Context: an optimization exercise on an open-source flow, tuned for small area and a short achievable clock period. The choices shown serve that exercise and are no tape-out recipe. The RTL was checked by simulation tests, not by an equivalence proof against the original design.

==> v33 <==
==> flow/design.v (excerpt) <==
module Processador (Reset, unidade, dezena, centena, milhar, uniPC, dezPC,
entradaFPGA, clkFPGA, Instrucao, SaidaPC, saidaULA, uniFPGA, dezFPGA, checkBanco,
DadoLidoMemoria, zeroflag, DadoLeitura1, DadoLeitura2);
	input clkFPGA;
	input Reset;
	input [4:0] entradaFPGA;
	input [31:0] Instrucao;
	output [6:0] unidade, dezena, centena, milhar, uniPC, dezPC, uniFPGA, dezFPGA;
	output [31:0] SaidaPC, saidaULA, checkBanco, DadoLidoMemoria, DadoLeitura1, DadoLeitura2;
	output zeroflag;
	genvar g;
	integer k;
	wire [4:0] op = Instrucao[31:27];
	wire [8:0] F1 = Instrucao[26:18];
	wire [8:0] F2 = Instrucao[17:9];
	wire [8:0] F3 = Instrucao[8:0];
	wire [31:0] dop = 32'd1 << op;
	wire oADD = dop[0],  oSUB = dop[1],  oMUL = dop[2],  oDIV = dop[3];
	wire oREM = dop[4],  oLI  = dop[5],  oSTR = dop[6],  oAND = dop[7];
	wire oOR  = dop[8],  oXOR = dop[9],  oNOT = dop[10], oSHR = dop[11];
	wire oSHL = dop[12], oEQ  = dop[13], oGT  = dop[14], oLT  = dop[15];
	wire oLD  = dop[17], oJMP = dop[18], oJAL = dop[19], oBRK = dop[20];
	wire oBEQ = dop[21], oIN  = dop[22], oOUT = dop[23];
	wire oNOP = dop[16] | (op[4] & op[3]);
	wire oALU = ~op[4] & ~oLI & ~oSTR;
	wire m01 = oJMP | oBRK | oOUT;
	wire m11 = oLI | oSTR | oLD | oJAL | oIN;
	wire m10 = ~m01 & ~m11;
	wire [4:0] ra = m10 ? F2[4:0] : 5'd0;
	wire [4:0] rb = m10 ? F3[4:0] : (m11 ? F2[4:0] : F1[4:0]);
	wire [4:0] rc = m01 ? 5'd0 : F1[4:0];
	wire [1023:0] bank;
	wire [31:0] rvalid;
	wire        we;
	wire [31:0] wdata;
	generate
		for (g = 0; g < 32; g = g + 1) begin : RF
			reg [31:0] d;
			reg v;
			wire wr = we & (F1[4:0] == g);
			always @(posedge clkFPGA) begin
				if (wr) d <= wdata;
				if (Reset) v <= 1'b0;
				else if (wr) v <= 1'b1;
			end
			assign bank[g*32 +: 32] = d;
			assign rvalid[g] = v;
		end
  ...
clock: 250.0 ns
lec_check: 0
cap_margin: 20
cell_pad_in_sites_detail_placement: 1
cell_pad_in_sites_global_placement: 2
core_margin: 2
core_utilization: 30
place_density: 0.45
slew_margin: 20
run.sh (not shown) runs the stock make flow with config.mk's settings and CLKGATE_MAP_FILE= SYNTH_SCRIPT=/design/flow/synth_recipe.tcl, a recipe that flattens the netlist after the stock synthesis.
==> v13 (differences from v33) <==
--- a/flow/design.v
+++ b/flow/design.v
@@ -1,67 +1,86 @@
-module DivisorRestaurador (a, d, q, r);
+module DivMul (mul, a, d, q, r);
+	input mul;
 	input [31:0] a, d;
 	output [31:0] q, r;
 	wire [32:0] hz;
 	assign hz[32] = 1'b1;
 	genvar k, i;
 	generate
 		for (k = 31; k >= 0; k = k - 1) begin : HZ
 			assign hz[k] = hz[k+1] & ~d[k];
 		end
 	endgenerate
+	wire [31:0] dx = mul ? d : ~d;
+	wire cin = ~mul;
 	wire [31:0] rs [0:32];
 	assign rs[0] = 32'd0;
 	generate
 		for (i = 0; i < 32; i = i + 1) begin : ROW
 			localparam W = i + 1;
+			wire bin = ~mul & a[31-i];
 			wire [W-1:0] t;
 			if (i == 0) begin : T0
-				assign t = a[31];
+				assign t = bin;
 			end else begin : TN
-				assign t = {rs[i][W-2:0], a[31-i]};
-			end
-			wire [W:0] df = {1'b0, t} - {1'b0, d[W-1:0]};
-			wire qb = hz[W] & ~df[W];
+				assign t = {rs[i][W-2:0], bin};
+			end
+			wire [W:0] sm = {1'b0, t} + {1'b0, dx[W-1:0]} + {{W{1'b0}}, cin};
+			wire qb = hz[W] & sm[W];
 			assign q[31-i] = qb;
-			wire [W-1:0] rn = qb ? df[W-1:0] : t;
+			wire sel = (sm[W] & hz[W] & ~mul) | (mul & a[31-i]);
+			wire [W-1:0] rn = sel ? sm[W-1:0] : t;
 			if (W < 32) begin : PAD
 				assign rs[i+1] = {{(32-W){1'b0}}, rn};
 			end else begin : NOPAD
 				assign rs[i+1] = rn;
 			end
 		end
 	endgenerate
 	assign r = rs[32];
 endmodule
+module Soma3 (d, y);
+	input [3:0] d;
+	output [3:0] y;
+	assign y[3] = d[3] | (d[2] & d[0]) | (d[2] & d[1]);
+	assign y[2] = (d[3] & d[0]) | (d[2] & ~d[1] & ~d[0]);
+	assign y[1] = (d[3] & ~d[0]) | (~d[2] & d[1]) | (d[1] & d[0]);
+	assign y[0] = (d[3] & ~d[0]) | (~d[3] & ~d[2] & d[0]) | (d[2] & d[1] & ~d[0]);
+endmodule
 module BinBCD4 (bin, bcd);
 	input [31:0] bin;
-	output reg [15:0] bcd;
-	integer n;
-	always @(*) begin
-		bcd = 16'd0;
-		for (n = 31; n >= 0; n = n - 1) begin
-			if (bcd[3:0]   >= 5) bcd[3:0]   = bcd[3:0]   + 4'd3;
-			if (bcd[7:4]   >= 5) bcd[7:4]   = bcd[7:4]   + 4'd3;
-			if (bcd[11:8]  >= 5) bcd[11:8]  = bcd[11:8]  + 4'd3;
-			if (bcd[15:12] >= 5) bcd[15:12] = bcd[15:12] + 4'd3;
-			bcd = {bcd[14:0], bin[n]};
-		end
-	end
-endmodule
-module BinBCD2 (bin, bcd);
-	input [31:0] bin;
-	output reg [7:0] bcd;
-	integer n;
-	always @(*) begin
-		bcd = 8'd0;
-		for (n = 31; n >= 0; n = n - 1) begin
-			if (bcd[3:0] >= 5) bcd[3:0] = bcd[3:0] + 4'd3;
-			if (bcd[7:4] >= 5) bcd[7:4] = bcd[7:4] + 4'd3;
-			bcd = {bcd[6:0], bin[n]};
-		end
-	end
+	output [15:0] bcd;
+	wire [15:0] st [0:32];
+	assign st[0] = 16'd0;
+	genvar n;
+	generate
+		for (n = 0; n < 32; n = n + 1) begin : ST
+			wire [15:0] adj;
+			Soma3 D0 (.d(st[n][3:0]),   .y(adj[3:0]));
+			Soma3 D1 (.d(st[n][7:4]),   .y(adj[7:4]));
+			Soma3 D2 (.d(st[n][11:8]),  .y(adj[11:8]));
+			Soma3 D3 (.d(st[n][15:12]), .y(adj[15:12]));
+			assign st[n+1] = {adj[14:0], bin[31-n]};
+		end
+	endgenerate
+	assign bcd = st[32];
+endmodule
+module BinBCD2x9 (bin, bcd);
+	input [8:0] bin;
+	output [7:0] bcd;
+	wire [7:0] st [0:9];
+	assign st[0] = 8'd0;
+	genvar n;
+	generate
+		for (n = 0; n < 9; n = n + 1) begin : ST
+			wire [7:0] adj;
+			Soma3 D0 (.d(st[n][3:0]), .y(adj[3:0]));
+			Soma3 D1 (.d(st[n][7:4]), .y(adj[7:4]));
+			assign st[n+1] = {adj[6:0], bin[8-n]};
+		end
+	endgenerate
+	assign bcd = st[9];
 endmodule
 module Seg7 (d, s);
 	input [3:0] d;
 	output reg [6:0] s;
 	always @(*) begin
@@ -150,13 +169,12 @@
 	wire [31:0] Bimm = oNOP ? {23'd0, F3} : (oIN ? {23'd0, F2} : B);
 	wire [32:0] sum = {1'b0, A} + {1'b0, subm ? ~Bimm : Bimm} + {32'd0, subm};
 	wire eq = (A == B);
 	wire lt = ~sum[32];
 	wire gt = ~lt & ~eq;
-	wire [31:0] prod = A * B;
 	wire [31:0] quo, resto;
-	DivisorRestaurador DIV (.a(A), .d(B), .q(quo), .r(resto));
+	DivMul DIV (.mul(oMUL), .a(A), .d(B), .q(quo), .r(resto));
 	reg [31:0] shin, shl_out;
 	always @(*) begin
 		for (k = 0; k < 32; k = k + 1) shin[k] = oSHL ? A[31-k] : A[k];
 	end
 	wire [31:0] shr_out = (|B[31:5]) ? 32'd0 : (shin >> B[4:0]);
@@ -167,13 +185,12 @@
 	wire selImm1 = oJMP | oBRK;
 	wire selEq = oEQ | oBEQ;
 	wire selSum = oADD | oSUB | oNOP | oIN;
 	assign saidaULA =
 		({32{selSum}} & sum[31:0]) |
-		({32{oMUL}}   & prod) |
 		({32{oDIV}}   & quo) |
-		({32{oREM}}   & resto) |
+		({32{oREM | oMUL}} & resto) |
 		({32{oAND}}   & (A & B)) |
 		({32{oOR}}    & (A | B)) |
 		({32{oXOR}}   & (A ^ B)) |
 		({32{oNOT}}   & ~A) |
 		({32{oSHR}}   & shr_out) |
@@ -214,21 +231,36 @@
 	assign wdata = oALU ? saidaULA :
 	               oIN  ? {27'd0, entradaFPGA} :
 	               oLI  ? {23'd0, F2} :
 	               oJAL ? SaidaPC : DadoLidoMemoria;
 	reg [31:0] PC, NPC;
+	reg [7:0] PCd, NPCd;
 	wire [31:0] pc1 = PC + 32'd1;
 	wire taken = eq | (B == 32'd1);
+	wire jF1 = oJMP | oBRK | (oBEQ & taken);
+	wire [8:0] jimm = oJAL ? F2 : F1;
+	wire [7:0] jimmd;
+	BinBCD2x9 CJ (.bin(jimm), .bcd(jimmd));
+	wire pcmax = &PC;
+	wire [7:0] pc1d = pcmax ? 8'h00 :
+	                  (PCd[3:0] != 4'd9) ? {PCd[7:4], PCd[3:0] + 4'd1} :
+	                  (PCd[7:4] != 4'd9) ? {PCd[7:4] + 4'd1, 4'd0} : 8'h00;
 	always @(posedge clkFPGA) begin
-		if (Reset) NPC <= 32'd0;
-		else if (oJMP | oBRK) NPC <= {23'd0, F1};
-		else if (oJAL) NPC <= {23'd0, F2};
-		else if (oBEQ & taken) NPC <= {23'd0, F1};
-		else NPC <= pc1;
-		if (oNOP) PC <= NPC;
-		else if (oBRK | Reset) PC <= 32'd0;
-		else PC <= NPC;
+		if (Reset) begin
+			NPC <= 32'd0; NPCd <= 8'h00;
+		end else if (jF1 | oJAL) begin
+			NPC <= {23'd0, jimm}; NPCd <= jimmd;
+		end else begin
+			NPC <= pc1; NPCd <= pc1d;
+		end
+		if (oNOP) begin
+			PC <= NPC; PCd <= NPCd;
+		end else if (oBRK | Reset) begin
+			PC <= 32'd0; PCd <= 8'h00;
+		end else begin
+			PC <= NPC; PCd <= NPCd;
+		end
 	end
 	assign SaidaPC = PC;
 	wire [15:0] bU;
 	BinBCD4 CU (.bin(B), .bcd(bU));
 	wire [6:0] sU0, sU1, sU2, sU3;
@@ -239,11 +271,11 @@
 	assign unidade = oOUT ? sU0 : 7'b1111111;
 	assign dezena  = oOUT ? sU1 : 7'b1111111;
 	assign centena = oOUT ? sU2 : 7'b1111111;
 	assign milhar  = oOUT ? sU3 : 7'b1111111;
 	wire [7:0] bP;
-	BinBCD2 CP (.bin(PC), .bcd(bP));
+	assign bP = PCd;
 	Seg7 S4 (.d(bP[3:0]), .s(uniPC));
 	Seg7 S5 (.d(bP[7:4]), .s(dezPC));
 	wire [3:0] fU = (entradaFPGA >= 5'd30) ? entradaFPGA - 5'd30 :
 	                (entradaFPGA >= 5'd20) ? entradaFPGA - 5'd20 :
 	                (entradaFPGA >= 5'd10) ? entradaFPGA - 5'd10 : entradaFPGA[3:0];
- ABC_AREA: unset -> 1
==> summary of the runs <==
In v33 the register-to-register slack is lower than in v13, by 22 ns.
In v13 the synthesized area is smaller than in v33, by about 12%.
Against v13, the setup slack of v33 is worse by 22 ns.
First-iteration DRC count: v33 is smaller than v13 (about 16%).
Between v13 and v33, the lower wire length is in v13 (gap 4.5%, measured against v33).

==> re-timing with driven ports <==
The results above use ideal ports. As a check the final layouts listed here were re-extracted and re-timed, cells and wires unchanged.
Step 1, drivers: a clkbuf_16 drives clkFPGA and a buf_2 each remaining input, both assumed.
Step 2 times the ports against the registers' clock, not the clock port: input delays grow and output delays shrink by t, the midpoint of the rising clock arrivals with the driver on.
Three values: ideal ports, drivers, drivers and shift; two values: the first two.
run | t, ns | slack for setup (ns) | worst hold slack (ns) | worst slew at a driven data input, ns
v33 | 0.972 | 13.269 / 12.968 / 12.968 | 0.425 / 0.425 / 0.425 | 0.31
v13 | 1.004 | 35.694 / 35.649 / 35.649 | 0.408 / 0.408 / 0.408 | 0.36
After both steps every run listed still meets setup and hold. The setup slack of v33, which loses most, moves by -0.301 ns with the drivers and by -0.301 ns with both steps.
